From an optimization exercise on the open Yosys and OpenROAD flow, aimed at small area; shortcuts taken in it are not production practice.
In this exercise RTL edits were held to simulation tests only and were not proved equivalent to the original.
No activity file was given, so power comes from the tool's default toggle rates.

--- flow/config.mk ---
export PLATFORM = sky130hd
export DESIGN_NAME = conv
export DESIGN_NICKNAME = conv
export VERILOG_FILES = /design/flow/design.v
export SDC_FILE = /design/flow/constraint.sdc
export NUM_CORES = 4
export LEC_CHECK = 0
export ABC_AREA = 0
export CAP_MARGIN = 0
export CORE_MARGIN = 2
export CORE_UTILIZATION = 55
export CTS_CLUSTER_DIAMETER = 150
export CTS_CLUSTER_SIZE = 25
export GPL_TIMING_DRIVEN = 0
export SLEW_MARGIN = 0
export SYNTH_HIERARCHICAL = 1
--- flow/constraint.sdc ---
create_clock -name core_clock -period 7.5 [get_ports {clk}]
set_input_delay 1.5000 -clock core_clock [delete_from_list [all_inputs] [get_ports {clk}]]
set_output_delay 1.5000 -clock core_clock [all_outputs]
set_load 0.01 [all_outputs]
--- flow/design.v ---
module conv(
  input clk,
  input reset,
  input [15:0] pxl_in,
  output [15:0] pxl_out,
  output [9:0] count,
  output valid
);
  reg [15:0] r00;
  reg [15:0] r01;
  reg p_r01_13_1;
  reg p_r01_14_1;
  reg [15:0] r02;
  reg p_r02_13_1;
  reg p_r02_13_2;
  reg p_r02_14_1;
  reg [15:0] r10;
  reg p_r10_14_1;
  reg p_r10_14_2;
  reg [15:0] r11;
  reg [15:0] r12;
  reg [15:0] r20;
  reg [15:0] r21;
  reg [15:0] r22;
  reg p_r22_12_1;
  reg p_r22_13_1;
  reg p_r22_13_2;
  reg [25*16-1:0] line1;
  wire [15:0] line1_o = line1[25*16-1:24*16];
  reg [25*16-1:0] line2;
  wire [15:0] line2_o = line2[25*16-1:24*16];
  wire s1, c2;
  ha us1 (pxl_in[1], pxl_in[0], s1, c2);
  wire s3, c4;
  fa us3 (pxl_in[2], pxl_in[1], c2, s3, c4);
  wire s5, c6;
  fa us5 (pxl_in[3], pxl_in[2], c4, s5, c6);
  wire s7, c8;
  fa us7 (pxl_in[4], pxl_in[3], c6, s7, c8);
  wire s9, c10;
  fa us9 (pxl_in[5], pxl_in[4], c8, s9, c10);
  wire s11, c12;
  fa us11 (pxl_in[6], pxl_in[5], c10, s11, c12);
  wire s13, c14;
  fa us13 (pxl_in[7], pxl_in[6], c12, s13, c14);
  wire s15, c16;
  fa us15 (pxl_in[8], pxl_in[7], c14, s15, c16);
  wire s17, c18;
  fa us17 (pxl_in[9], pxl_in[8], c16, s17, c18);
  wire s19, c20;
  fa us19 (pxl_in[10], pxl_in[9], c18, s19, c20);
  wire s21, c22;
  fa us21 (pxl_in[11], pxl_in[10], c20, s21, c22);
  wire s23, c24;
  ha us23 (pxl_in[12], pxl_in[11], s23, c24);
  wire s25, c26;
  fa us25 (pxl_in[13], pxl_in[12], c24, s25, c26);
  wire s27, c28;
  fa us27 (pxl_in[14], pxl_in[13], c26, s27, c28);
  wire x29;
  xo ux29 (pxl_in[15], pxl_in[14], x29);
  wire x30;
  xo ux30 (x29, c28, x30);
  wire s31, c32;
  ha us31 (pxl_in[2], pxl_in[0], s31, c32);
  wire s33, c34;
  fa us33 (pxl_in[3], pxl_in[1], c32, s33, c34);
  wire s35, c36;
  fa us35 (pxl_in[4], pxl_in[2], c34, s35, c36);
  wire s37, c38;
  fa us37 (pxl_in[5], pxl_in[3], c36, s37, c38);
  wire s39, c40;
  fa us39 (pxl_in[6], pxl_in[4], c38, s39, c40);
  wire s41, c42;
  fa us41 (pxl_in[7], pxl_in[5], c40, s41, c42);
  wire s43, c44;
  fa us43 (pxl_in[8], pxl_in[6], c42, s43, c44);
  wire s45, c46;
  fa us45 (pxl_in[9], pxl_in[7], c44, s45, c46);
  wire s47, c48;
  fa us47 (pxl_in[10], pxl_in[8], c46, s47, c48);
  wire s49, c50;
  fa us49 (pxl_in[11], pxl_in[9], c48, s49, c50);
  wire s51, c52;
  fa us51 (pxl_in[12], pxl_in[10], c50, s51, c52);
  wire s53, c54;
  ha us53 (pxl_in[13], pxl_in[11], s53, c54);
  wire s55, c56;
  fa us55 (pxl_in[14], pxl_in[12], c54, s55, c56);
  wire x57;
  xo ux57 (pxl_in[15], pxl_in[13], x57);
  wire x58;
  xo ux58 (x57, c56, x58);
  wire s59, c60;
  ha us59 (pxl_in[3], pxl_in[0], s59, c60);
  wire s61, c62;
  fa us61 (pxl_in[4], pxl_in[1], c60, s61, c62);
  wire s63, c64;
  fa us63 (pxl_in[5], pxl_in[2], c62, s63, c64);
  wire s65, c66;
  fa us65 (pxl_in[6], pxl_in[3], c64, s65, c66);
  wire s67, c68;
  fa us67 (pxl_in[7], pxl_in[4], c66, s67, c68);
  wire s69, c70;
  fa us69 (pxl_in[8], pxl_in[5], c68, s69, c70);
  wire s71, c72;
  fa us71 (pxl_in[9], pxl_in[6], c70, s71, c72);
  wire s73, c74;
  fa us73 (pxl_in[10], pxl_in[7], c72, s73, c74);
  wire s75, c76;
  fa us75 (pxl_in[11], pxl_in[8], c74, s75, c76);
  wire s77, c78;
  fa us77 (pxl_in[12], pxl_in[9], c76, s77, c78);
  wire s79, c80;
  fa us79 (pxl_in[13], pxl_in[10], c78, s79, c80);
  wire s81, c82;
  ha us81 (pxl_in[14], pxl_in[11], s81, c82);
  wire x83;
  xo ux83 (pxl_in[15], pxl_in[12], x83);
  wire x84;
  xo ux84 (x83, c82, x84);
  wire s85, c86;
  ha us85 (pxl_in[0], s5, s85, c86);
  wire s87, c88;
  fa us87 (pxl_in[1], c86, s7, s87, c88);
  wire s89, c90;
  fa us89 (pxl_in[2], s9, c88, s89, c90);
  wire s91, c92;
  fa us91 (s59, s11, c90, s91, c92);
  wire s93, c94;
  fa us93 (s61, s13, c92, s93, c94);
  wire s95, c96;
  fa us95 (s63, s15, c94, s95, c96);
  wire s97, c98;
  fa us97 (s65, s17, c96, s97, c98);
  wire s99, c100;
  fa us99 (s67, s19, c98, s99, c100);
  wire s101, c102;
  fa us101 (s69, s21, c100, s101, c102);
  wire s103, c104;
  fa us103 (s23, s71, c22, s103, c104);
  wire s105, c106;
  ha us105 (s103, c102, s105, c106);
  wire s107, c108;
  fa us107 (s25, s73, c104, s107, c108);
  wire s109, c110;
  ha us109 (c106, s107, s109, c110);
  wire s111, c112;
  fa us111 (s27, s75, c108, s111, c112);
  wire s113, c114;
  ha us113 (c110, s111, s113, c114);
  wire x115;
  xo ux115 (x30, s77, x115);
  wire x116;
  xo ux116 (x115, c112, x116);
  wire x117;
  xo ux117 (x116, c114, x117);
  wire s118, c119;
  ha us118 (r00[0], pxl_in[0], s118, c119);
  wire s120, c121;
  fa us120 (r00[1], pxl_in[1], c119, s120, c121);
  wire s122, c123;
  fa us122 (r00[2], pxl_in[2], c121, s122, c123);
  wire s124, c125;
  fa us124 (r00[3], s59, c123, s124, c125);
  wire s126, c127;
  fa us126 (r00[4], s61, c125, s126, c127);
  wire s128, c129;
  fa us128 (r00[5], s63, c127, s128, c129);
  wire i130 = ~s128;
  wire s131, c132;
  ha us131 (pxl_in[0], i130, s131, c132);
  wire s133, c134;
  fa us133 (r00[6], s65, c129, s133, c134);
  wire i135 = ~s133;
  wire s136, c137;
  fa us136 (s1, c132, i135, s136, c137);
  wire s138, c139;
  fa us138 (r00[7], s67, c134, s138, c139);
  wire i140 = ~s138;
  wire s141, c142;
  fa us141 (s3, c137, i140, s141, c142);
  wire s143, c144;
  fa us143 (r00[8], s69, c139, s143, c144);
  wire i145 = ~s143;
  wire s146, c147;
  fa us146 (s5, i145, c142, s146, c147);
  wire s148, c149;
  fa us148 (r00[9], s71, c144, s148, c149);
  wire i150 = ~s148;
  wire s151, c152;
  fa us151 (s7, i150, c147, s151, c152);
  wire s153, c154;
  fa us153 (r00[10], s73, c149, s153, c154);
  wire i155 = ~s153;
  wire s156, c157;
  fa us156 (s9, i155, c152, s156, c157);
  wire s158, c159;
  fa us158 (r00[11], s75, c154, s158, c159);
  wire i160 = ~s158;
  wire s161, c162;
  fa us161 (s11, i160, c157, s161, c162);
  wire s163, c164;
  fa us163 (r00[12], s77, c159, s163, c164);
  wire i165 = ~s163;
  wire s166, c167;
  fa us166 (s13, i165, c162, s166, c167);
  wire s168, c169;
  fa us168 (r00[13], s79, c164, s168, c169);
  wire i170 = ~s168;
  wire s171, c172;
  ha us171 (s15, i170, s171, c172);
  wire s173, c174;
  fa us173 (r00[14], s81, c80, s173, c174);
  wire i175 = ~s17;
  wire s176, c177;
  fa us176 (i175, s173, c169, s176, c177);
  wire x178;
  xo ux178 (r00[15], x84, x178);
  wire x179;
  xo ux179 (x178, s19, x179);
  wire x180;
  xo ux180 (x179, c174, x180);
  wire x181;
  xo ux181 (x180, c177, x181);
  wire s182, c183;
  ha us182 (r01[0], pxl_in[0], s182, c183);
  wire s184, c185;
  fa us184 (r01[1], c183, s1, s184, c185);
  wire s186, c187;
  fa us186 (r01[2], s3, c185, s186, c187);
  wire s188, c189;
  fa us188 (r01[3], s5, c187, s188, c189);
  wire s190, c191;
  fa us190 (r01[4], s7, c189, s190, c191);
  wire s192, c193;
  fa us192 (pxl_in[0], s9, c191, s192, c193);
  wire i194 = ~s192;
  wire s195, c196;
  ha us195 (r01[5], i194, s195, c196);
  wire s197, c198;
  fa us197 (pxl_in[1], s11, c193, s197, c198);
  wire i199 = ~s197;
  wire s200, c201;
  fa us200 (r01[6], c196, i199, s200, c201);
  wire s202, c203;
  fa us202 (pxl_in[2], s13, c198, s202, c203);
  wire i204 = ~s202;
  wire s205, c206;
  fa us205 (r01[7], c201, i204, s205, c206);
  wire s207, c208;
  fa us207 (pxl_in[3], s15, c203, s207, c208);
  wire i209 = ~s207;
  wire s210, c211;
  fa us210 (r01[8], i209, c206, s210, c211);
  wire s212, c213;
  fa us212 (pxl_in[4], s17, c208, s212, c213);
  wire i214 = ~s212;
  wire s215, c216;
  fa us215 (r01[9], i214, c211, s215, c216);
  wire s217, c218;
  fa us217 (pxl_in[5], s19, c213, s217, c218);
  wire i219 = ~s217;
  wire s220, c221;
  fa us220 (r01[10], i219, c216, s220, c221);
  wire s222, c223;
  fa us222 (pxl_in[6], s21, c218, s222, c223);
  wire i224 = ~s222;
  wire s225, c226;
  fa us225 (r01[11], i224, c221, s225, c226);
  wire s227, c228;
  fa us227 (pxl_in[7], s23, c22, s227, c228);
  wire i229 = ~s227;
  wire s230, c231;
  fa us230 (r01[12], i229, c226, s230, c231);
  wire i232 = ~c223;
  wire s233, c234;
  ha us233 (i232, s230, s233, c234);
  wire s235, c236;
  fa us235 (pxl_in[8], s25, c228, s235, c236);
  wire i237 = ~s235;
  wire s238, c239;
  fa us238 (r01[13], p_r01_13_1, i237, s238, c239);
  wire s240, c241;
  fa us240 (r01[14], pxl_in[9], s27, s240, c241);
  wire i242 = ~p_r01_14_1;
  wire s243, c244;
  fa us243 (i242, s240, c236, s243, c244);
  wire x245;
  xo ux245 (r01[15], pxl_in[10], x245);
  wire x246;
  xo ux246 (x245, x30, x246);
  wire x247;
  xo ux247 (x246, c241, x247);
  wire x248;
  xo ux248 (x247, c244, x248);
  wire s249, c250;
  fa us249 (r02[13], p_r02_13_1, p_r02_13_2, s249, c250);
  wire i251 = ~r02[14];
  wire s252, c253;
  fa us252 (p_r02_14_1, i251, c250, s252, c253);
  wire x254;
  xo ux254 (r02[15], c253, x254);
  wire i255 = ~line1_o[0];
  wire s256, c257;
  ha us256 (i255, pxl_in[0], s256, c257);
  wire i258 = ~line1_o[1];
  wire s259, c260;
  fa us259 (i258, c257, s1, s259, c260);
  wire i261 = ~line1_o[2];
  wire s262, c263;
  fa us262 (i261, s3, c260, s262, c263);
  wire i264 = ~line1_o[3];
  wire s265, c266;
  fa us265 (i264, s5, c263, s265, c266);
  wire s267, c268;
  fa us267 (pxl_in[0], s7, c266, s267, c268);
  wire i269 = ~line1_o[4];
  wire s270, c271;
  ha us270 (i269, s267, s270, c271);
  wire s272, c273;
  fa us272 (line1_o[5], s1, s9, s272, c273);
  wire s274, c275;
  fa us274 (c268, c271, s272, s274, c275);
  wire s276, c277;
  fa us276 (line1_o[6], s3, s11, s276, c277);
  wire s278, c279;
  fa us278 (c273, c275, s276, s278, c279);
  wire s280, c281;
  fa us280 (line1_o[7], s5, s13, s280, c281);
  wire s282, c283;
  fa us282 (c277, s280, c279, s282, c283);
  wire s284, c285;
  fa us284 (line1_o[8], s7, c281, s284, c285);
  wire s286, c287;
  fa us286 (s15, s284, c283, s286, c287);
  wire s288, c289;
  fa us288 (line1_o[9], s9, c285, s288, c289);
  wire s290, c291;
  fa us290 (s17, s288, c287, s290, c291);
  wire s292, c293;
  fa us292 (line1_o[10], s11, c289, s292, c293);
  wire s294, c295;
  fa us294 (s19, s292, c291, s294, c295);
  wire s296, c297;
  fa us296 (line1_o[11], s13, c293, s296, c297);
  wire s298, c299;
  fa us298 (s21, s296, c295, s298, c299);
  wire s300, c301;
  fa us300 (line1_o[12], s23, s15, s300, c301);
  wire s302, c303;
  fa us302 (s300, c22, c297, s302, c303);
  wire s304, c305;
  ha us304 (s302, c299, s304, c305);
  wire s306, c307;
  fa us306 (line1_o[13], s25, s17, s306, c307);
  wire s308, c309;
  fa us308 (c301, s306, c303, s308, c309);
  wire s310, c311;
  ha us310 (c305, s308, s310, c311);
  wire s312, c313;
  fa us312 (line1_o[14], s27, s19, s312, c313);
  wire s314, c315;
  ha us314 (c307, s312, s314, c315);
  wire x316;
  xo ux316 (line1_o[15], x30, x316);
  wire x317;
  xo ux317 (x316, s21, x317);
  wire x318;
  xo ux318 (c313, x317, x318);
  wire x319;
  xo ux319 (c315, x318, x319);
  wire s320, c321;
  ha us320 (r10[0], pxl_in[0], s320, c321);
  wire s322, c323;
  fa us322 (r10[1], pxl_in[1], c321, s322, c323);
  wire s324, c325;
  fa us324 (r10[2], s31, c323, s324, c325);
  wire s326, c327;
  fa us326 (r10[3], s33, c325, s326, c327);
  wire s328, c329;
  fa us328 (r10[4], pxl_in[0], s35, s328, c329);
  wire s330, c331;
  ha us330 (c327, s328, s330, c331);
  wire s332, c333;
  fa us332 (r10[5], pxl_in[1], s37, s332, c333);
  wire s334, c335;
  fa us334 (c329, c331, s332, s334, c335);
  wire s336, c337;
  fa us336 (r10[6], pxl_in[2], s39, s336, c337);
  wire s338, c339;
  fa us338 (c333, s336, c335, s338, c339);
  wire s340, c341;
  fa us340 (r10[7], pxl_in[3], s41, s340, c341);
  wire s342, c343;
  fa us342 (c337, s340, c339, s342, c343);
  wire s344, c345;
  fa us344 (r10[8], pxl_in[4], s43, s344, c345);
  wire s346, c347;
  fa us346 (c341, s344, c343, s346, c347);
  wire s348, c349;
  fa us348 (r10[9], pxl_in[5], c345, s348, c349);
  wire s350, c351;
  fa us350 (s45, s348, c347, s350, c351);
  wire s352, c353;
  fa us352 (r10[10], pxl_in[6], c349, s352, c353);
  wire s354, c355;
  fa us354 (s47, s352, c351, s354, c355);
  wire s356, c357;
  fa us356 (r10[11], pxl_in[7], c353, s356, c357);
  wire s358, c359;
  fa us358 (s49, s356, c355, s358, c359);
  wire s360, c361;
  fa us360 (r10[12], pxl_in[8], c357, s360, c361);
  wire s362, c363;
  fa us362 (s51, s360, c359, s362, c363);
  wire s364, c365;
  fa us364 (r10[13], pxl_in[9], s53, s364, c365);
  wire s366, c367;
  fa us366 (s364, c52, c361, s366, c367);
  wire s368, c369;
  ha us368 (s366, c363, s368, c369);
  wire s370, c371;
  fa us370 (r10[14], p_r10_14_1, p_r10_14_2, s370, c371);
  wire s372, c373;
  fa us372 (s370, pxl_in[10], s55, s372, c373);
  wire s374, c375;
  fa us374 (c365, s372, c367, s374, c375);
  wire s376, c377;
  ha us376 (c369, s374, s376, c377);
  wire x378;
  xo ux378 (r10[15], c371, x378);
  wire x379;
  xo ux379 (x378, pxl_in[11], x379);
  wire x380;
  xo ux380 (x379, x58, x380);
  wire x381;
  xo ux381 (x380, c373, x381);
  wire x382;
  xo ux382 (x381, c375, x382);
  wire x383;
  xo ux383 (x382, c377, x383);
  wire s384, c385;
  ha us384 (r11[0], pxl_in[0], s384, c385);
  wire s386, c387;
  fa us386 (r11[1], pxl_in[1], c385, s386, c387);
  wire s388, c389;
  fa us388 (r11[2], s31, c387, s388, c389);
  wire s390, c391;
  fa us390 (r11[3], pxl_in[0], s33, s390, c391);
  wire s392, c393;
  ha us392 (c389, s390, s392, c393);
  wire s394, c395;
  fa us394 (r11[4], s1, s35, s394, c395);
  wire s396, c397;
  fa us396 (c391, c393, s394, s396, c397);
  wire s398, c399;
  fa us398 (r11[5], s3, s37, s398, c399);
  wire s400, c401;
  fa us400 (c395, c397, s398, s400, c401);
  wire s402, c403;
  fa us402 (r11[6], s5, s39, s402, c403);
  wire s404, c405;
  fa us404 (c399, s402, c401, s404, c405);
  wire s406, c407;
  fa us406 (r11[7], s7, s41, s406, c407);
  wire s408, c409;
  fa us408 (c403, s406, c405, s408, c409);
  wire s410, c411;
  fa us410 (r11[8], s9, s43, s410, c411);
  wire s412, c413;
  fa us412 (c407, s410, c409, s412, c413);
  wire s414, c415;
  fa us414 (r11[9], s11, c411, s414, c415);
  wire s416, c417;
  fa us416 (s45, s414, c413, s416, c417);
  wire s418, c419;
  fa us418 (r11[10], s13, c415, s418, c419);
  wire s420, c421;
  fa us420 (s47, s418, c417, s420, c421);
  wire s422, c423;
  fa us422 (r11[11], s15, c419, s422, c423);
  wire s424, c425;
  fa us424 (s49, s422, c421, s424, c425);
  wire s426, c427;
  fa us426 (r11[12], s17, c423, s426, c427);
  wire s428, c429;
  fa us428 (s51, s426, c425, s428, c429);
  wire s430, c431;
  fa us430 (r11[13], s53, s19, s430, c431);
  wire s432, c433;
  fa us432 (c52, s430, c427, s432, c433);
  wire s434, c435;
  ha us434 (s432, c429, s434, c435);
  wire s436, c437;
  fa us436 (r11[14], s55, s21, s436, c437);
  wire s438, c439;
  fa us438 (c431, s436, c433, s438, c439);
  wire s440, c441;
  ha us440 (c435, s438, s440, c441);
  wire x442;
  xo ux442 (r11[15], s23, x442);
  wire x443;
  xo ux443 (x442, x58, x443);
  wire x444;
  xo ux444 (x443, c22, x444);
  wire x445;
  xo ux445 (x444, c437, x445);
  wire x446;
  xo ux446 (x445, c439, x446);
  wire x447;
  xo ux447 (x446, c441, x447);
  wire i448 = ~pxl_in[0];
  wire s449, c450;
  ha us449 (line2_o[3], i448, s449, c450);
  wire i451 = ~pxl_in[1];
  wire s452, c453;
  fa us452 (line2_o[4], i451, c450, s452, c453);
  wire i454 = ~s31;
  wire s455, c456;
  fa us455 (line2_o[5], i454, c453, s455, c456);
  wire i457 = ~s33;
  wire s458, c459;
  fa us458 (line2_o[6], i457, c456, s458, c459);
  wire i460 = ~s35;
  wire s461, c462;
  fa us461 (line2_o[7], i460, c459, s461, c462);
  wire i463 = ~s37;
  wire s464, c465;
  fa us464 (line2_o[8], i463, c462, s464, c465);
  wire i466 = ~s39;
  wire s467, c468;
  fa us467 (line2_o[9], i466, c465, s467, c468);
  wire i469 = ~s41;
  wire s470, c471;
  fa us470 (line2_o[10], i469, c468, s470, c471);
  wire i472 = ~s43;
  wire s473, c474;
  fa us473 (line2_o[11], i472, c471, s473, c474);
  wire i475 = ~s45;
  wire s476, c477;
  fa us476 (line2_o[12], i475, c474, s476, c477);
  wire i478 = ~s47;
  wire s479, c480;
  fa us479 (line2_o[13], i478, c477, s479, c480);
  wire i481 = ~s49;
  wire s482, c483;
  fa us482 (line2_o[14], i481, c480, s482, c483);
  wire x484;
  xo ux484 (line2_o[15], s51, x484);
  wire x485;
  xo ux485 (x484, c483, x485);
  wire s486, c487;
  ha us486 (r20[0], pxl_in[0], s486, c487);
  wire s488, c489;
  fa us488 (r20[1], pxl_in[1], c487, s488, c489);
  wire s490, c491;
  fa us490 (r20[2], pxl_in[2], c489, s490, c491);
  wire s492, c493;
  fa us492 (r20[3], s59, c491, s492, c493);
  wire s494, c495;
  fa us494 (r20[4], pxl_in[0], s61, s494, c495);
  wire s496, c497;
  ha us496 (s494, c493, s496, c497);
  wire s498, c499;
  fa us498 (r20[5], pxl_in[1], s63, s498, c499);
  wire s500, c501;
  fa us500 (c495, s498, c497, s500, c501);
  wire s502, c503;
  fa us502 (r20[6], s31, s65, s502, c503);
  wire s504, c505;
  fa us504 (c499, s502, c501, s504, c505);
  wire s506, c507;
  fa us506 (r20[7], s33, s67, s506, c507);
  wire s508, c509;
  fa us508 (c503, s506, c505, s508, c509);
  wire s510, c511;
  fa us510 (r20[8], s35, s69, s510, c511);
  wire s512, c513;
  fa us512 (c507, s510, c509, s512, c513);
  wire s514, c515;
  fa us514 (r20[9], s37, s71, s514, c515);
  wire s516, c517;
  fa us516 (c511, s514, c513, s516, c517);
  wire s518, c519;
  fa us518 (r20[10], s39, c515, s518, c519);
  wire s520, c521;
  fa us520 (s73, s518, c517, s520, c521);
  wire s522, c523;
  fa us522 (r20[11], s41, c519, s522, c523);
  wire s524, c525;
  fa us524 (s75, s522, c521, s524, c525);
  wire s526, c527;
  fa us526 (r20[12], s43, c523, s526, c527);
  wire s528, c529;
  fa us528 (s77, s526, c525, s528, c529);
  wire s530, c531;
  fa us530 (r20[13], s45, c527, s530, c531);
  wire s532, c533;
  fa us532 (s79, s530, c529, s532, c533);
  wire s534, c535;
  fa us534 (r20[14], s81, s47, s534, c535);
  wire s536, c537;
  fa us536 (s534, c80, c531, s536, c537);
  wire s538, c539;
  ha us538 (s536, c533, s538, c539);
  wire x540;
  xo ux540 (r20[15], x84, x540);
  wire x541;
  xo ux541 (x540, s49, x541);
  wire x542;
  xo ux542 (c535, x541, x542);
  wire x543;
  xo ux543 (x542, c537, x543);
  wire x544;
  xo ux544 (x543, c539, x544);
  wire s545, c546;
  ha us545 (r21[1], i448, s545, c546);
  wire i547 = ~s1;
  wire s548, c549;
  fa us548 (r21[2], c546, i547, s548, c549);
  wire i550 = ~s3;
  wire s551, c552;
  fa us551 (r21[3], i550, c549, s551, c552);
  wire s553, c554;
  fa us553 (r21[4], i448, c552, s553, c554);
  wire i555 = ~s5;
  wire s556, c557;
  ha us556 (i555, s553, s556, c557);
  wire s558, c559;
  fa us558 (r21[5], c554, c557, s558, c559);
  wire i560 = ~s558;
  wire s561, c562;
  fa us561 (pxl_in[1], s7, i560, s561, c562);
  wire s563, c564;
  fa us563 (pxl_in[2], s9, c562, s563, c564);
  wire i565 = ~s563;
  wire s566, c567;
  fa us566 (r21[6], c559, i565, s566, c567);
  wire s568, c569;
  fa us568 (pxl_in[3], s11, c564, s568, c569);
  wire i570 = ~s568;
  wire s571, c572;
  fa us571 (r21[7], c567, i570, s571, c572);
  wire s573, c574;
  fa us573 (pxl_in[4], s13, c569, s573, c574);
  wire i575 = ~s573;
  wire s576, c577;
  fa us576 (r21[8], i575, c572, s576, c577);
  wire s578, c579;
  fa us578 (pxl_in[5], s15, c574, s578, c579);
  wire i580 = ~s578;
  wire s581, c582;
  fa us581 (r21[9], i580, c577, s581, c582);
  wire s583, c584;
  fa us583 (pxl_in[6], s17, c579, s583, c584);
  wire i585 = ~s583;
  wire s586, c587;
  fa us586 (r21[10], i585, c582, s586, c587);
  wire s588, c589;
  fa us588 (pxl_in[7], s19, c584, s588, c589);
  wire i590 = ~s588;
  wire s591, c592;
  fa us591 (r21[11], i590, c587, s591, c592);
  wire s593, c594;
  fa us593 (pxl_in[8], s21, c589, s593, c594);
  wire i595 = ~s593;
  wire s596, c597;
  ha us596 (r21[12], i595, s596, c597);
  wire s598, c599;
  fa us598 (pxl_in[9], s23, c22, s598, c599);
  wire i600 = ~s598;
  wire s601, c602;
  ha us601 (r21[13], i600, s601, c602);
  wire s603, c604;
  fa us603 (pxl_in[10], s25, c599, s603, c604);
  wire i605 = ~s603;
  wire s606, c607;
  fa us606 (r21[14], c602, i605, s606, c607);
  wire x608;
  xo ux608 (r21[15], pxl_in[11], x608);
  wire x609;
  xo ux609 (x608, s27, x609);
  wire x610;
  xo ux610 (x609, c604, x610);
  wire x611;
  xo ux611 (x610, c607, x611);
  wire i612 = ~r22[5];
  wire i613 = ~p_r22_13_1;
  wire i614 = ~r22[0];
  wire s615, c616;
  xn us615 (r22[1], r22[0], s615);
  o2 uc616 (r22[1], r22[0], c616);
  wire s617, c618;
  ha us617 (r22[2], c616, s617, c618);
  wire s619, c620;
  xn us619 (r22[3], c618, s619);
  o2 uc620 (r22[3], c618, c620);
  wire s621, c622;
  xn us621 (r22[4], c620, s621);
  o2 uc622 (r22[4], c620, c622);
  wire s623, c624;
  xn us623 (i612, c622, s623);
  o2 uc624 (i612, c622, c624);
  wire s625, c626;
  ha us625 (r22[6], c624, s625, c626);
  wire s627, c628;
  ha us627 (r22[7], c626, s627, c628);
  wire s629, c630;
  ha us629 (r22[8], c628, s629, c630);
  wire s631, c632;
  ha us631 (r22[9], c630, s631, c632);
  wire s633, c634;
  ha us633 (r22[10], c632, s633, c634);
  wire s635, c636;
  ha us635 (r22[11], c634, s635, c636);
  wire s637, c638;
  fa us637 (r22[12], p_r22_12_1, c636, s637, c638);
  wire i639 = ~s637;
  wire s640, c641;
  fa us640 (r22[13], p_r22_13_2, i613, s640, c641);
  wire s642, c643;
  fa us642 (s640, c638, s637, s642, c643);
  wire s644, c645;
  fa us644 (r22[14], c641, c643, s644, c645);
  wire x646;
  xo ux646 (r22[15], c645, x646);
  wire i647 = ~x646;
  wire [15:0] line1_i = {x254, s252, s249, r02[12], r02[11], r02[10], r02[9], r02[8], r02[7], r02[6], r02[5], r02[4], r02[3], r02[2], r02[1], r02[0]};
  wire [15:0] line2_i = {r12[15], r12[14], r12[13], r12[12], r12[11], r12[10], r12[9], r12[8], r12[7], r12[6], r12[5], r12[4], r12[3], r12[2], r12[1], r12[0]};
  assign pxl_out = {i647, s644, s642, i639, s635, s633, s631, s629, s627, s625, s623, s621, s619, s617, s615, i614};
  always @(posedge clk) begin
    r00 <= {x117, s113, s109, s105, s101, s99, s97, s95, s93, s91, s89, s87, s85, s3, s1, pxl_in[0]};
    r01 <= {x181, s176, s171, s166, s161, s156, s151, s146, s141, s136, s131, s126, s124, s122, s120, s118};
    p_r01_13_1 <= c167;
    p_r01_14_1 <= c172;
    r02 <= {x248, s243, s238, s233, s225, s220, s215, s210, s205, s200, s195, s190, s188, s186, s184, s182};
    p_r02_13_1 <= c231;
    p_r02_13_2 <= c234;
    p_r02_14_1 <= c239;
    r10 <= {x319, s314, s310, s304, s298, s294, s290, s286, s282, s278, s274, s270, s265, s262, s259, s256};
    p_r10_14_1 <= c309;
    p_r10_14_2 <= c311;
    r11 <= {x383, s376, s368, s362, s358, s354, s350, s346, s342, s338, s334, s330, s326, s324, s322, s320};
    r12 <= {x447, s440, s434, s428, s424, s420, s416, s412, s408, s404, s400, s396, s392, s388, s386, s384};
    r20 <= {x485, s482, s479, s476, s473, s470, s467, s464, s461, s458, s455, s452, s449, line2_o[2], line2_o[1], line2_o[0]};
    r21 <= {x544, s538, s532, s528, s524, s520, s516, s512, s508, s504, s500, s496, s492, s490, s488, s486};
    r22 <= {x611, s606, s601, s596, s591, s586, s581, s576, s571, s566, s561, s556, s551, s548, s545, r21[0]};
    p_r22_12_1 <= c592;
    p_r22_13_1 <= c594;
    p_r22_13_2 <= c597;
    line1 <= {line1[24*16-1:0], line1_i};
    line2 <= {line2[24*16-1:0], line2_i};
  end
  reg [9:0] counter;
  wire [10:0] cy;
  wire [9:0] cn;
  assign cy[0] = 1'b1;
  genvar gi;
  generate for (gi = 0; gi < 10; gi = gi + 1) begin : inc
    assign cn[gi] = counter[gi] ^ cy[gi];
    assign cy[gi+1] = counter[gi] & cy[gi];
  end endgenerate
  always @(posedge clk) begin
    if (reset) counter <= 10'd0;
    else counter <= cn;
  end
  assign count = counter;
  wire [7:0] ce = counter[9:2];
  wire [1:0] w1 = ce[0] + ce[3] + ce[6];
  wire [1:0] w2 = ce[1] + ce[4] + ce[7];
  wire [1:0] w4 = ce[2] + ce[5];
  wire [4:0] vs7 = w1 + {w2, 1'b0} + {w4, 2'b0};
  wire m0 = (vs7 == 5'd0) | (vs7 == 5'd7) | (vs7 == 5'd14);
  wire ge = (|ce[7:4]) | (&ce[3:0]);
  wire le = (ce <= 8'd196);
  assign valid = ge & le & ~(counter[1] & m0);
endmodule
module fa(input a, input b, input c, output s, output co);
  assign s = a ^ b ^ c;
  assign co = (a & b) | (c & (a ^ b));
endmodule
module ha(input a, input b, output s, output co);
  assign s = a ^ b;
  assign co = a & b;
endmodule
module xo(input a, input b, output s);
  assign s = a ^ b;
endmodule
module xn(input a, input b, output s);
  assign s = ~(a ^ b);
endmodule
module o2(input a, input b, output s);
  assign s = a | b;
endmodule
--- flow/flow/run.sh ---
#!/bin/bash
# The standard layout (standard.sh) with two changes: the port buffers are
# the two-strength buffer cell, and clock tree synthesis puts up to 28 flip-flops
# (within 80 um) on one leaf buffer and adds no dummy loads.
# ORFS writes each step's full log under orfs/logs/; make's output goes to
# standard.log.
set -euo pipefail
export BUFFER_PORTS_ARGS="-buffer_cell sky130_fd_sc_hd__buf_2"
export CTS_ARGS="-sink_clustering_enable -repair_clock_nets -dont_use_dummy_load -sink_clustering_size 28 -sink_clustering_max_diameter 80"
bash standard.sh > standard.log 2>&1
--- flow/standard.sh ---
#!/bin/bash
# synth_recipe.tcl (not shown) runs the flow's synth.tcl, then flattens the netlist and writes it again
# the make line also repeats each setting of config.mk as NAME=value (left out here)
make -C /OpenROAD-flow-scripts/flow DESIGN_CONFIG=/design/flow/config.mk WORK_HOME=/design/flow/orfs CLKGATE_MAP_FILE= SYNTH_SCRIPT=/design/flow/synth_recipe.tcl "${@:-finish}"
==> results.txt, run 1 <==
status=finished clean; Arrival @ worst endpoint=7770 ps; total chip power=13900 µW; most frequent cells in the layout=964 x sky130_fd_sc_hd__dfxtp_1, 219 x sky130_fd_sc_hd__fa_1, 62 x sky130_fd_sc_hd__inv_1; crit-path max FO=14; standard-cell rows=78; Die H=220 µm; wire per inst=15.1 µm; Placed Cells=2053; syn_nets=1708; Final Max Tran Viols=0; post-synthesis average cell area=18.1 µm²; transition at the pin with the smallest max-transition slack=663 ps; maximum vdd drop=0.300 mV; final weighted congestion in routability-driven placement=0.740; via count of the first global-routing pass=10.1k; static leakage=0.0117 µW; maximum number of pins on one net before global-route repair=29; Routed met2 length=14600 µm; utilization after layout=60.8%; count of unique library cells instantiated by Yosys=24; Port Buf Inserts=44; count of boundary I/O pins=45; total number of clock tree sinks=964; CTS H-tree depth=2; start point of the worst min-delay path=line2[20]$_DFF_P_; initial core utilization=56.0%; Post-route DRC=0; final worst path period share=97.4%; basic-gate share of the synthesized area counting and, or, nand and nor cells=0.696%; number of buffers created by CTS=43; final count of negative-setup-slack endpoints=0; RSZ-0062 raised after global routing=no; total number of yosys warnings=7; category of the most critical setup path=primary input to register; kind of path behind the tightest hold check=register to register; setup slack of the worst register-to-register path=1230 ps; highest cell delay on the worst timing path=730 ps; iteration-0 DRC count of the detailed router=270; CTS clk-pin slew, worst paths=100 ps; combinational family with the most area after synthesis=adder cells; TritonCTS clock tree=yes; ant diodes=0; post-synthesis mux area share=0%; cell at the slowest stage of the critical path=sky130_fd_sc_hd__fa_1; ratio of routed vias to standard cells=4.35; Cell Chain, Critical Path=buf_6 -> ha_4 -> fa_2 -> fa_2 -> fa_2 -> fa_2 -> fa_2 -> fa_2 -> fa_1 -> fa_1 -> fa_1 -> inv_1 -> fa_1 -> fa_1 -> fa_1 -> fa_1 -> ha_1; part of the Yosys area used for sequential elements=75.6%; router iterations before antenna repair=4; total wire length=31800 µm; leftover overflow at the end of global routing=0; Hold Violations, Final=0; final std cells w/o fill=2104; dominant cell type by count on the critical path=sky130_fd_sc_hd__fa_1; detailed placer's ending HPWL=21000 µm; number of nets in the final layout=1805; Critical Path Start=pxl_in[1]; Synth Area in Compound Gates=0.176%; share of post-route cells with drive strength above 1=8.05%; WL met3=923 µm; max-slew headroom at the worst pin=55.7%; highest achievable clock rate=137 MHz; most frequent standard cell in the layout excluding fill and tap cells=sky130_fd_sc_hd__dfxtp_1; Power Dens Cells=502 nW/µm²; combined area of all synthesized cells=25500 µm²; initial antenna violation count=2; fraction of synthesized cell area in xor and xnor cells=1.78%; floorplan die area=48200 µm²; Global Route Usage Sum=14.6%; wire length of the first global-routing pass=53900 µm; share of synthesized cell area in full adder, half adder and majority cells=20.4%; required time worst endpoint=7960 ps; start of the worst register-to-register path=r01[0]$_DFF_P_; Max Cap Violations=0; clock latency reported for the late side of the worst-skew pair=580 ps; Synth Instances=1409; Worst setup EP type=register; clock root buffer master=sky130_fd_sc_hd__clkbuf_16; DIE WIDTH=220 µm; fin crit period=7310 ps; maximum clock insertion buffer count=3; area added between synthesis and finish=8.43%; number of flip-flops and latches in the synthesized netlist=964; via count of the routed design=9159; count of antenna-violating nets left after detailed routing=0; core area=45600 µm²; metal1 wirelength=15400 µm; Max Used Layer=met5; type of origin of the critical path=primary input; Fin Clk Skew=39.5 ps
## power breakdown
part | internal (µW) | switching [µW]
Sequential | 7820 | 725
Clock | 1030 | 1400
Combinational | 1420 | 1490
## cell usage after synthesis
library cell,count,area [µm²]
sky130_fd_sc_hd__dfxtp_1,964,19300
sky130_fd_sc_hd__fa_1,226,4520
sky130_fd_sc_hd__inv_1,62,233
sky130_fd_sc_hd__ha_1,55,688
sky130_fd_sc_hd__xor2_1,47,412
sky130_fd_sc_hd__buf_4,16,120
sky130_fd_sc_hd__nor2b_1,9,56.3
sky130_fd_sc_hd__xnor2_1,5,43.8
sky130_fd_sc_hd__or2_1,4,25.0
sky130_fd_sc_hd__nor2_1,3,11.3
sky130_fd_sc_hd__nand2_1,2,7.51
sky130_fd_sc_hd__nand3_1,2,10.0
sky130_fd_sc_hd__nand3b_1,2,15.0
sky130_fd_sc_hd__o311a_1,2,20.0
sky130_fd_sc_hd__a211oi_2,1,12.5
sky130_fd_sc_hd__a21o_1,1,7.51
sky130_fd_sc_hd__and2_1,1,6.26
sky130_fd_sc_hd__and4b_4,1,13.8
sky130_fd_sc_hd__nand4_1,1,6.26
sky130_fd_sc_hd__nand4b_1,1,8.76
sky130_fd_sc_hd__nor3_1,1,5.00
sky130_fd_sc_hd__nor4_1,1,6.26
sky130_fd_sc_hd__o21ai_0,1,5.00
sky130_fd_sc_hd__or3_1,1,6.26
## final timing paths
| check | cells past startpoint | endpoint |
|---|---|---|
| worst max-delay path | 17 | r02[12]$_DFF_P_ |
| worst min-delay path | 0 | line2[36]$_DFF_P_ |
| worst max register to register | 16 | r02[12]$_DFF_P_ |
| worst min register to register | 0 | line2[36]$_DFF_P_ |
## repair_timing
action,CTS,global route
hold buffers,0,0
setup buffers,2,6
pin swaps,1,2
gates resized for setup,5,7
endpoints found under the setup margin,8,4
## worst max-delay path, delay by kind of cell
family	cells	cell delay (ps)
buf+inv	2	230
fa+ha+maj	15	6020
## registers in the layout (all words and copies together), names as in the netlist, 10 cells and up
register  count
r22          16
line2       400
r20          16
line1       400
r02          16
counter      10
r12          16
r01          16
r21          16
r10          16
r00          16
r11          16
## Yosys stat by module, one instance, submodules excluded
module  cells  flip-flops and latches  cell area, µm²  copies in the design
ha          1                       0            12.5                    44
xn          1                       0            8.76                     4
conv     1087                     964           20000                     1
fa          1                       0            20.0                   224
xo          1                       0            8.76                    46
o2          1                       0            6.26                     4
## area by class of cell
| class | count | area, µm² |
|---|---|---|
| buffer | 16 | 120 |
| fill | 3382 | 17900 |
| inverter | 62 | 233 |
| multi-input combinational | 367 | 5920 |
| tap | 600 | 751 |
| timing repair buffer | 52 | 295 |
| sequential | 964 | 19300 |
| clock buffer | 43 | 1080 |
## through the flow
step / worst slack, ps / TNS [ps] / area, µm² / hold WS (ps)
floorplan: 8.59 / 0 / 25500 / 310
global placement: -928 / -14130 / 26500 / 311
detailed placement: -967 / -15630 / 26500 / 312
CTS: 17.0 / 0 / 27600 / 303
global route: 22.4 / 0 / 27700 / 305
finish: 193 / 0 / 27700 / 303
## kinds of logic (layout without fill, tap and decap cells)
group,count (synthesis),count (layout)
and+or+nand+nor,29,29
DFF,964,964
buffers and inverters,78,173
adders and majority gates,281,281
AOI/OAI and AO/OA,5,5
xor gates and xnor gates,52,52
## metal layers
metal	GRT usage, %	vias to the layer above
met5	0	-
met4	4.80	4
met3	2.57	58
met2	23.2	81
met1	20.6	4576
li1	-	4440
==> inputs of run 2 (changes only) <==
==> flow/flow/run.sh (replaced) <==
#!/bin/bash
# The standard layout (standard.sh) with two changes: the port buffers are
# the two-strength buffer cell, and clock tree synthesis puts up to 30 flip-flops
# (within 70 um) on one leaf buffer and adds no dummy loads.
# ORFS writes each step's full log under orfs/logs/; make's output goes to
# standard.log.
set -euo pipefail
export BUFFER_PORTS_ARGS="-buffer_cell sky130_fd_sc_hd__buf_2"
export CTS_ARGS="-sink_clustering_enable -repair_clock_nets -dont_use_dummy_load -sink_clustering_size 30 -sink_clustering_max_diameter 70"
bash standard.sh > standard.log 2>&1
--- a/flow/config.mk
+++ b/flow/config.mk
@@ -9,5 +9,5 @@
 export CAP_MARGIN = 0
 export CORE_MARGIN = 2
-export CORE_UTILIZATION = 55
+export CORE_UTILIZATION = 45
 export CTS_CLUSTER_DIAMETER = 150
 export CTS_CLUSTER_SIZE = 25
==> run 2 against run 1 <==
Against the previous run:
- still clean
- non-clock buffer count is 6 lower
- maximum frequency hardly changed
- first-iteration DRC count is 17% higher
- sequential power hardly changed
- sequential share of layout area is 0.37 points lower
- clock-buffer cell count stayed put
- via count is 0.34% higher
- critical path type unchanged
==> results.txt, run 2 <==
post-synth top area share=75.6% (unchanged); required time worst endpoint=7940 ps (-20 ps); most used standard cells in the synthesized netlist=964 x sky130_fd_sc_hd__dfxtp_1, 226 x sky130_fd_sc_hd__fa_1, 62 x sky130_fd_sc_hd__inv_1; highest achievable clock rate=137 MHz (about the same); number of buffers created by CTS=43 (unchanged); final weighted congestion in routability-driven placement=0.733 (-0.89%); number of flip-flops and latches in the synthesized netlist=964 (unchanged); CTS H-tree depth=2 (unchanged); DIE WIDTH=242 µm (+10%); Critical R2R Capture=r02[12]$_DFF_P_; Post-route DRC=0 (unchanged); fill cell instance count of the final layout=4747 (+40%); cell types with the largest area share after synthesis=sky130_fd_sc_hd__dfxtp_1 76%, sky130_fd_sc_hd__fa_1 18%, sky130_fd_sc_hd__ha_1 2.7%; maximum number of pins on one net before global-route repair=31 (+6.9%); leading area contributor after synthesis=sky130_fd_sc_hd__dfxtp_1; leftover overflow at the end of global routing=0 (unchanged); post-synthesis average cell area=18.1 µm² (unchanged); Worst Hold Margin=271 ps (-31.4 ps); via count of the routed design=9190 (+0.34%); combined flip-flop and latch cell area=19300 µm² (unchanged); Worst setup EP type=register; share of post-route cells with drive strength above 1=7.48% (-0.57 points); Synth Instances=1409 (unchanged); setup slack of the worst register-to-register path=1120 ps (-110 ps); router iterations before antenna repair=4 (unchanged); core area=56300 µm² (+23%); initial antenna violation count=3 (+1); clock latency reported for the late side of the worst-skew pair=590 ps (about the same); kind of path behind the tightest hold check=register to register; ratio of routed vias to standard cells=4.08 (-6.3%); cell at the slowest stage of the critical path=sky130_fd_sc_hd__fa_1; CTS clk-pin slew, worst paths=100 ps (about the same); static leakage=0.0117 µW (-0.21%); Die H=242 µm (+10%); ant diodes=0 (unchanged); area added between synthesis and finish=9.00%; maximum clock insertion buffer count=3 (unchanged); combined area of all synthesized cells=25500 µm² (unchanged); most frequent standard cell in the layout excluding fill and tap cells=sky130_fd_sc_hd__dfxtp_1; worst hold path cell count=0 (unchanged); Port Buf Inserts=44 (unchanged); dominant cell by count in the synthesized netlist=sky130_fd_sc_hd__dfxtp_1; start point of the worst min-delay path=line2[293]$_DFF_P_; final worst path period share=97.5% (about the same); via count of the first global-routing pass=9999 (-0.93%); Buf+Inv Stages, Crit Path=1 (-1); most instantiated flip-flop cell in the synthesis netlist=sky130_fd_sc_hd__dfxtp_1; largest registers in the final layout=line1 x400, line2 x400; number of nets in the final layout=1799 (-0.33%); Final Max Tran Viols=0 (unchanged); Endpoint, Worst Hold=line2[309]$_DFF_P_; total wire length=31600 µm (-0.47%); wire length of the first global-routing pass=53900 µm (about the same); floorplan die area=58700 µm² (+22%); transition at the pin with the smallest max-transition slack=649 ps (-13.9 ps); initial core utilization=45.4% (-11 points); fin crit period=7310 ps (+5.88 ps); detailed placer's ending HPWL=21000 µm (about the same); final count of negative-setup-slack endpoints=0 (unchanged); wire per inst=14.0 µm (-7.1%); status=finished clean; start of the worst register-to-register path=r01[0]$_DFF_P_; sum of negative setup slack=0 ps (unchanged); Max Cap Violations=0 (unchanged); number of synthesized flops with an enable pin=0 (unchanged); clock root buffer master=sky130_fd_sc_hd__clkbuf_16; iteration-0 DRC count of the detailed router=316 (+17%); crit-path max FO=11 (-3); total number of yosys warnings=7 (unchanged); TritonCTS clock tree=yes; count of unique library cells instantiated by Yosys=24 (unchanged); CP delay by family, top=adder cells; count of boundary I/O pins=45 (unchanged); maximum vdd drop=0.307 mV (+2.4%); count of antenna-violating nets left after detailed routing=0 (unchanged); Reg2Reg Depth=16 (unchanged); fraction of registers with async set/reset=0% (unchanged); category of the most critical setup path=primary input to register; Cell Chain, Critical Path=buf_4 -> ha_1 -> fa_1 -> fa_1 -> fa_1 -> fa_1 -> fa_1 -> fa_1 -> fa_1 -> fa_1 -> fa_1 -> fa_1 -> fa_1 -> fa_1 -> fa_1 -> ha_1 -> xor2_1; standard-cell rows=87 (+12%); Arrival @ worst endpoint=7750 ps (-20 ps); total number of clock tree sinks=964 (unchanged); max-slew headroom at the worst pin=56.7% (+0.93 points); most frequent cells in the layout=964 x sky130_fd_sc_hd__dfxtp_1, 222 x sky130_fd_sc_hd__fa_1, 62 x sky130_fd_sc_hd__inv_1; Hold Violations, Final=0 (unchanged); syn_nets=1708 (unchanged); Global Route Usage Sum=11.6% (-3.0 points); Power Dens Cells=498 nW/µm² (-0.77%); Fin Clk Skew=61.5 ps (+22.0 ps); type of origin of the critical path=primary input; part of the Yosys area used for sequential elements=75.6% (unchanged); highest cell delay on the worst timing path=580 ps (-150 ps); dominant cell type by count on the critical path=sky130_fd_sc_hd__fa_1; RSZ-0062 raised after global routing=no; area occupied by multi-input gates=5910 µm² (-0.13%)
run 2: cell types whose count changed in the layout (fill, tap and decap cells not counted):
cell                       change
sky130_fd_sc_hd__fa_2          -3
sky130_fd_sc_hd__clkbuf_4      -1
sky130_fd_sc_hd__fa_1          +3
sky130_fd_sc_hd__buf_6         -1
sky130_fd_sc_hd__buf_4         -5
sky130_fd_sc_hd__buf_8         +1
run 2: final cells by class:
class                           instances  share of cell area (%)
Clock buffer                           43                    3.86
Multi-Input combinational cell        367                    21.2
Timing Repair Buffer                   46                   0.912
Tap cell                              756                    3.40
Buffer                                 16                   0.431
Sequential cell                       964                    69.3
Inverter                               62                   0.836
run 2: cell families after synthesis:
kind of cell | Yosys count | share of synthesized area [%]
buffers and inverters | 78 | 1.38
AO/OA/AOI/OAI | 5 | 0.176
XOR/XNOR | 52 | 1.78
adder cells (fa/ha/maj) | 281 | 20.4
flip-flops | 964 | 75.6
AND/OR/NAND/NOR | 29 | 0.696
run 2: worst max path at each step:
| stage | from | to | slack, ps | depth (start not counted) |
|---|---|---|---|---|
| after floorplan | pxl_in[1] | r22[12]$_DFF_P_ | 9 | 18 |
| after global placement | pxl_in[1] | r02[12]$_DFF_P_ | -970 | 17 |
| after detailed placement | pxl_in[1] | r02[12]$_DFF_P_ | -1020 | 17 |
| after CTS | pxl_in[1] | r02[12]$_DFF_P_ | 10 | 17 |
| after global routing | pxl_in[0] | r02[12]$_DFF_P_ | 9 | 17 |
| final | pxl_in[2] | r12[15]$_DFF_P_ | 190 | 17 |
run 2: timing repair:
item                       CTS  global route
pin swaps                    0             1
setup endpoints to repair    9             6
setup buffers                0             2
hold buffers                 0             0
gates resized for setup      6             4
run 2: where the power goes:
part           switching [µW]  total, µW  internal [µW]  leakage [µW]
clock network            1390       2420           1030      0.000530
registers                 721       8550           7820       0.00813
logic                    1480       2890           1410       0.00306
run 2: Yosys stat by module, one instance, submodules excluded:
module | cell area [µm²] | times used | cells inside
ha | 12.5 | 44 | 1
fa | 20.0 | 224 | 1
xn | 8.76 | 4 | 1
conv | 20000 | 1 | 1087
o2 | 6.26 | 4 | 1
xo | 8.76 | 46 | 1
run 2: metrics by stage:
stage                     std cells  power [µW]  setup WS (ps)  utilization, %  area [µm²]
after detailed placement       2209       11700          -1020            47.5       26700
after global routing           2254       15000           9.35            49.5       27800
after global placement         2209       11700           -969            47.5       26700
final                          2254       13900            187            49.5       27800
after CTS                      2252       14200           9.84            49.4       27800
after floorplan                1409       10400           8.59               -       25500
run 2: metal layers:
layer / up-vias / wire, µm / GRT usage (%) / part of all wire (%)
li1: 4436 / - / - / -
met1: 4605 / 15600 / 16.7 / 49
met2: 84 / 14200 / 17.8 / 45
met3: 61 / 1130 / 2.40 / 3.6
met4: 4 / 751 / 3.70 / 2.4
met5: - / 25 / 0 / 0.079

==> what the ideal ports hide <==
No port has a modelled driver above. Below, the same layouts with a new extraction and two added sets of constraints. Step 1, drivers: a clkbuf_16 drives clk and a buf_2 each remaining input, both assumed. Step 2 moves the port delays by t, midway between the first and last clock arrival at a register: inputs arrive t later, outputs are due t later. That takes back most of the time a late clock gives input paths. Slacks: ideal / step 1 / step 2; pairs: ideal / step 1.
| run | t (ns) | setup WS [ns] | worst data-port slew with drivers (ns) |
|---|---|---|---|
| run 1 | 0.617 | 0.193 / 0.215 / -0.402 | 0.07 |
| run 2 | 0.615 | 0.187 / 0.198 / -0.418 | 0.07 |
With both steps, setup timing fails in run 1 and run 2, where it was met with ideal ports. For run 2, which loses most, drivers alone change the setup slack by +0.011 ns; drivers and shift together by -0.605 ns.
